Source: an optimization exercise on an open RTL-to-GDS flow (aim: small area and a short achievable clock period). Production flows keep margins and buffers that such runs may drop.
No run shown here included a check of the RTL's function; only the layout flow was run.

==> flow/design.v (outline; a module is shown in full before it is edited, if it fits) <==
// module P_MUL: 8400 lines
// module pm_fa: 4 lines
// module pm_ha: 4 lines
// module pm_o22ai: 3 lines
// module pm_nor2: 3 lines
// module pm_or2: 3 lines
// module pm_xor2: 3 lines
// module pm_xnor2: 3 lines
// module pm_inv: 3 lines
// module pm_padd: 172 lines
// module pm_fadd: 371 lines
module P_MUL(
    in_1,
    in_2,
    in_3,
    in_valid,
    rst_n,
    clk,
    out_valid,
    out
);
  // ...
==> flow/run.sh <==
#!/bin/bash
# synth_recipe.tcl (not shown) runs the flow's synth.tcl, then flattens the netlist and writes it again
# the make line also repeats each setting of config.mk as NAME=value (left out here)
make -C /OpenROAD-flow-scripts/flow DESIGN_CONFIG=/design/flow/config.mk WORK_HOME=/design/flow/orfs CLKGATE_MAP_FILE= SYNTH_SCRIPT=/design/flow/synth_recipe.tcl finish
==> flow/config.mk <==
export PLATFORM = sky130hd
export DESIGN_NAME = P_MUL
export DESIGN_NICKNAME = P_MUL
export VERILOG_FILES = /design/flow/design.v
export SDC_FILE = /design/flow/constraint.sdc
export NUM_CORES = 4
export LEC_CHECK = 0
export CAP_MARGIN = 20
export CORE_MARGIN = 2
export CORE_UTILIZATION = 40
export SLEW_MARGIN = 20
export SYNTH_HIERARCHICAL = 1
==> flow/constraint.sdc <==
create_clock -name core_clock -period 8.0 [get_ports {clk}]
set_input_delay 1.6000 -clock core_clock [delete_from_list [all_inputs] [get_ports {clk}]]
set_output_delay 1.6000 -clock core_clock [all_outputs]
set_load 0.01 [all_outputs]
==> metrics.cfg, run 1 <==
[logic_synthesis]
yosys_warnings=7
synthAdderAreaFrac=0.463
synth_mux_area_frac=0
synthTopCellsByCount=xor2_1 (1224), fa_1 (1158), o22ai_1 (1128), dfxtp_1 (408), ha_1 (202)
synth_top_area_frac=0.417
synth_edf_count=0
synth_compound_area_frac=0.153
avgSynthCellArea_um2=11.5

[layout]
area_growth_syn_to_layout_pct=13.9
layout_common_cells=xor2_1 (1224), fa_1 (1158), o22ai_1 (1128), dfxtp_1 (288), clkdlybuf4s50_1 (241)
area_share_nonclk_buffers=0.0543
clkCellAreaFrac=0.0288
largest_register_ffs=191
design.seq.count=411
fin_area_mm2=0.0633
buffers=374
seq_share=0.134
seq_area_mm2=0.00846

[clocking]
postCtsResizedCells=0
cts.htree.levels=2
clkTransAtPathRegs_ns=0.06
cts_buffers=52

[grt]
grtUsageTotal=0.317
use_met1=0.394

[sta]
finalHoldViolations=0
timing.final.ws_setup_ns=2.75
worst_slew_pin_slew_ns=1.25

[drt]
wl_met3_um=32900
vias=46900
avgViaCountPerCell=6.63
top_layer=met5

[setup_path]
worst_ep_required_time_ns=8.55
cp-end-kind=flip-flop
cp_slowest_cell=dfxtp_2

[place]
place_ws_ns=2.91
dpl_cell_area_mm2=0.0615

[floorplanning]
io_pins=242
chipWidth_um=377

[run_status]
outcome=timing/DRC/antenna clean

==> run 2: changes to the inputs <==
--- a/flow/config.mk
+++ b/flow/config.mk
@@ -8,5 +8,6 @@
 export CAP_MARGIN = 20
 export CORE_MARGIN = 2
 export CORE_UTILIZATION = 40
+export SETUP_SLACK_MARGIN = 4.0
 export SLEW_MARGIN = 20
 export SYNTH_HIERARCHICAL = 1
==> run 2 against run 1 <==
Worst hold slack worse by 0.0012 ns. Clock-buffer cell count is 5 lower. Utilization is 9.6 points higher. Setup slack better by 0.63 ns. Clock skew is 0.0046 ns lower.
==> metrics.cfg, run 2 <==
[sta]
hold_slack_ns=0.345  ; was 0.346 ns
rsz0062_at_grt=true  ; was false
finalMaxSlewViolations=0  ; unchanged
clock-skew-final_ns=0.0416  ; was 0.0462 ns
finalSetupViolCount=0  ; unchanged
max-slew-margin-rel=0.276  ; was 0.169
fin_crit_ns=4.61  ; was 5.25 ns
finalHoldViolations=0  ; unchanged
fin_crit_sh=0.577  ; was 0.656
worst_slew_pin_slew_ns=1.08  ; was 1.25 ns
timing.final.ws_setup_ns=3.39  ; was 2.75 ns
fmax_mhz=217  ; was 191 MHz
tns_ns=0  ; unchanged

[drt]
antenna_left=0  ; unchanged
wirelength_um=306000  ; was 225000 um
drtPass1Iterations=20  ; was 9
avgViaCountPerCell=7.16  ; was 6.63
post-route-drc-count=0  ; unchanged
vias=54900  ; was 46900
drt-initial-drc-count=10500  ; was 6655
wl_per_cell_um=40.0  ; was 31.8 um

[logic_synthesis]
avgSynthCellArea_um2=11.5  ; unchanged
synth.largest_area_cell=fa_1  ; unchanged
yosys_warnings=7  ; unchanged
async_reset_ff_frac=0.00730  ; unchanged
synthTopCellsByCount=xor2_1 (1224), fa_1 (1158), o22ai_1 (1128), dfxtp_1 (408), ha_1 (202)  ; unchanged
syn-instance-count=4812  ; unchanged
ys_ff_latch=411  ; unchanged
ys_types=61  ; unchanged
synth.most_common_cell=xor2_1  ; unchanged
synth_flop_cell=dfxtp_1  ; unchanged
synth_area_leaders=fa_1 (42%), xor2_1 (19%), dfxtp_1 (15%)  ; unchanged
synth_fp_nets=6317  ; unchanged
synth_top_area_frac=0.417  ; unchanged
synth_edf_count=0  ; unchanged
ys_seq_area_frac=0.148  ; unchanged
netlist_area_mm2=0.0556  ; unchanged

[grt]
grt_pass1_vias=55600  ; was 50500
grtUsageTotal=0.416  ; was 0.317
grt-ovfl-total=0  ; unchanged
antenna_found_initial=33  ; was 14
grt_max_degree=50  ; was 52
grt_pass1_wl_um=416000  ; was 335000 um

[layout]
layout_common_cells=xor2_1 (1115), o22ai_1 (932), fa_1 (809), fa_2 (349), dfxtp_1 (287)  ; was xor2_1 (1224), fa_1 (1158), o22ai_1 (1128), dfxtp_1 (288), clkdlybuf4s50_1 (241)
top_register=t_r  ; unchanged
fin_area_mm2=0.0765  ; was 0.0633 mm^2
fin_util=0.556  ; was 0.460
drive_gt1_frac=0.273  ; was 0.0691
area_growth_syn_to_layout_pct=37.6  ; was 13.9%
reg_top3=t_r (191), out (96), ns_r (48)  ; unchanged
largest_register_ffs=191  ; unchanged
nets=7291  ; was 6745
final_common_cell=xor2_1  ; unchanged

[setup_path]
critical_path_class=flip-flop to flip-flop  ; unchanged
critPathMaxFanout=6  ; was 33
worst_ep_required_time_ns=8.58  ; was 8.55 ns
startpoint_type=flip-flop  ; unchanged
rr_worst_depth=10  ; unchanged
cp-end-kind=flip-flop  ; unchanged
critPathArrivalTime_ns=5.19  ; was 5.80 ns

[clocking]
cts_buffers=53  ; was 52
cts.htree.levels=2  ; unchanged
cts_tree=yes  ; unchanged
clkTransAtPathRegs_ns=0.07  ; was 0.06 ns
cts_sinks=411  ; unchanged
clk-insertion-delay-late_ns=0.73  ; was 0.69 ns
ctsHoldBuffers=0  ; unchanged
root_buffer=clkbuf_16  ; unchanged
clock_path_buffers=3  ; unchanged

[floorplanning]
core_mm2=0.138  ; unchanged
die_h_um=377  ; unchanged
io_pins=242  ; unchanged
rows=136  ; unchanged
die_area_mm2=0.142  ; unchanged
chipWidth_um=377  ; unchanged
start_util=0.404  ; unchanged

[place]
io_buffers=241  ; unchanged
place.gp.congestion=0.957  ; was 0.975
dp_hpwl_um=143000  ; was 149000 um
dpl_cell_area_mm2=0.0616  ; was 0.0615 mm^2
place_ws_ns=3.02  ; was 2.91 ns

[hold_path]
hold_class=flip-flop to flip-flop  ; unchanged
whs_path_depth=0  ; unchanged

[flow_run]
maxCapViolCount=0  ; unchanged

[run_status]
outcome=timing/DRC/antenna clean  ; unchanged

==> run 2: changes by cell type in the layout (fill, tap and decap cells not counted), sizes merged, moves of 14 or more <==
cell,change
clkdlybuf4s50,-17
buf,+519
diode,+36
dlymetal6s2s,+14
bufbuf,+14
==> run 2: kinds of logic after synthesis <==
logic type	after synthesis	share of synthesized area
AOI/OAI and AO/OA	1352	0.153
buffers and inverters	124	0.00838
xor gates and xnor gates	1287	0.203
adders and majority gates	1360	0.463
DFF	411	0.148
and+or+nand+nor	277	0.0247
other	1	0.0000675
==> run 2: worst max-delay path: stages, from the launching register on <==
cell     delay (ns)
dfxtp_4        0.57
buf_12         0.19
o22ai_4        0.09
xor2_2         0.19
fa_1           0.54
fa_2           0.49
fa_1           0.56
fa_2           0.49
fa_2           0.39
fa_2           0.55
fa_2           0.42
==> run 2: stage by stage <==
stage | std cells
floorplan | 4812
global placement | 6949
detailed placement | 6949
CTS | 7521
global route | 7646
finish | 7666
==> run 2: modules after synthesis, one instance, submodules excluded <==
module	flip-flops and latches	times used	cell area, um^2	cells inside
P_MUL	411	1	8950	531
pm_fa	0	1086	20.0	1
pm_fadd	0	1	4030	456
pm_ha	0	64	12.5	1
pm_inv	0	6	3.75	1
pm_nor2	0	96	3.75	1
pm_o22ai	0	1128	6.26	1
pm_or2	0	18	6.26	1
pm_padd	0	1	2030	233
pm_xnor2	0	18	8.76	1
pm_xor2	0	1176	8.76	1
==> run 2: timing repair <==
action                                  4_1_cts  5_1_grt
cloned                                       28       10
resized for setup                           693      358
endpoints found under the setup margin      163      148
setup buffers                               445       93
pin swaps                                   237      265
==> run 2: routing by layer <==
metal  track usage  part of all wire
met5        0.0683            0.0071
met4         0.337              0.11
met3         0.280              0.19
met2         0.564              0.38
met1         0.439              0.30
==> run 2: path summary, 6_finish.rpt <==
check	from	endpoint	slack (ns)
worst max-delay path	ns_r[40]	t_r[94]	3.39
worst min-delay path	v1	v2	0.35
worst max register to register	ns_r[40]	t_r[94]	3.39
worst min register to register	v1	v2	0.35
max in group asynchronous	rst_n	v1	6.80
min in group asynchronous	rst_n	out_valid	1.06
==> run 2: final cells by class <==
type / count / area (um^2)
well taps: 1794 / 2240
clock inverters: 35 / 300
inverters: 124 / 465
multi-input cells: 4277 / 50600
diodes: 42 / 105
clock buffers: 64 / 1460
repair buffers: 919 / 12600
fillers: 11000 / 61200
flip-flops and latches: 411 / 8680

-- separate check: timing with driven ports --
In the flow no input, the clock included, has a driving cell. The finished layouts below were timed again as built, in two steps. Step 1 (the two cells are an assumption about what drives the block):
set clk [get_ports {clk}]
set_driving_cell -lib_cell sky130_fd_sc_hd__clkbuf_16 $clk
set_driving_cell -lib_cell sky130_fd_sc_hd__buf_2 [delete_from_list [all_inputs] $clk]
Step 2 times the ports against the registers' clock, not the clock port: input delays grow and output delays shrink by t, the midpoint of the rising clock arrivals with the driver on. Slacks: no drivers / after step 1 / after step 2; pairs: no drivers / after step 1.
run	t, ns	slack for setup (ns)	worst setup path after step 2	slew at the worst register clock pin (ns)
run 1	0.742	2.751 / 2.751 / 2.751	register to register	0.09 / 0.09
run 2	0.784	3.385 / 3.385 / 3.345	input to register	0.08 / 0.08
After both steps setup and hold are still met in every run listed. The setup slack of run 2, which loses most, moves by 0.000 ns with the drivers and by -0.040 ns with both steps.
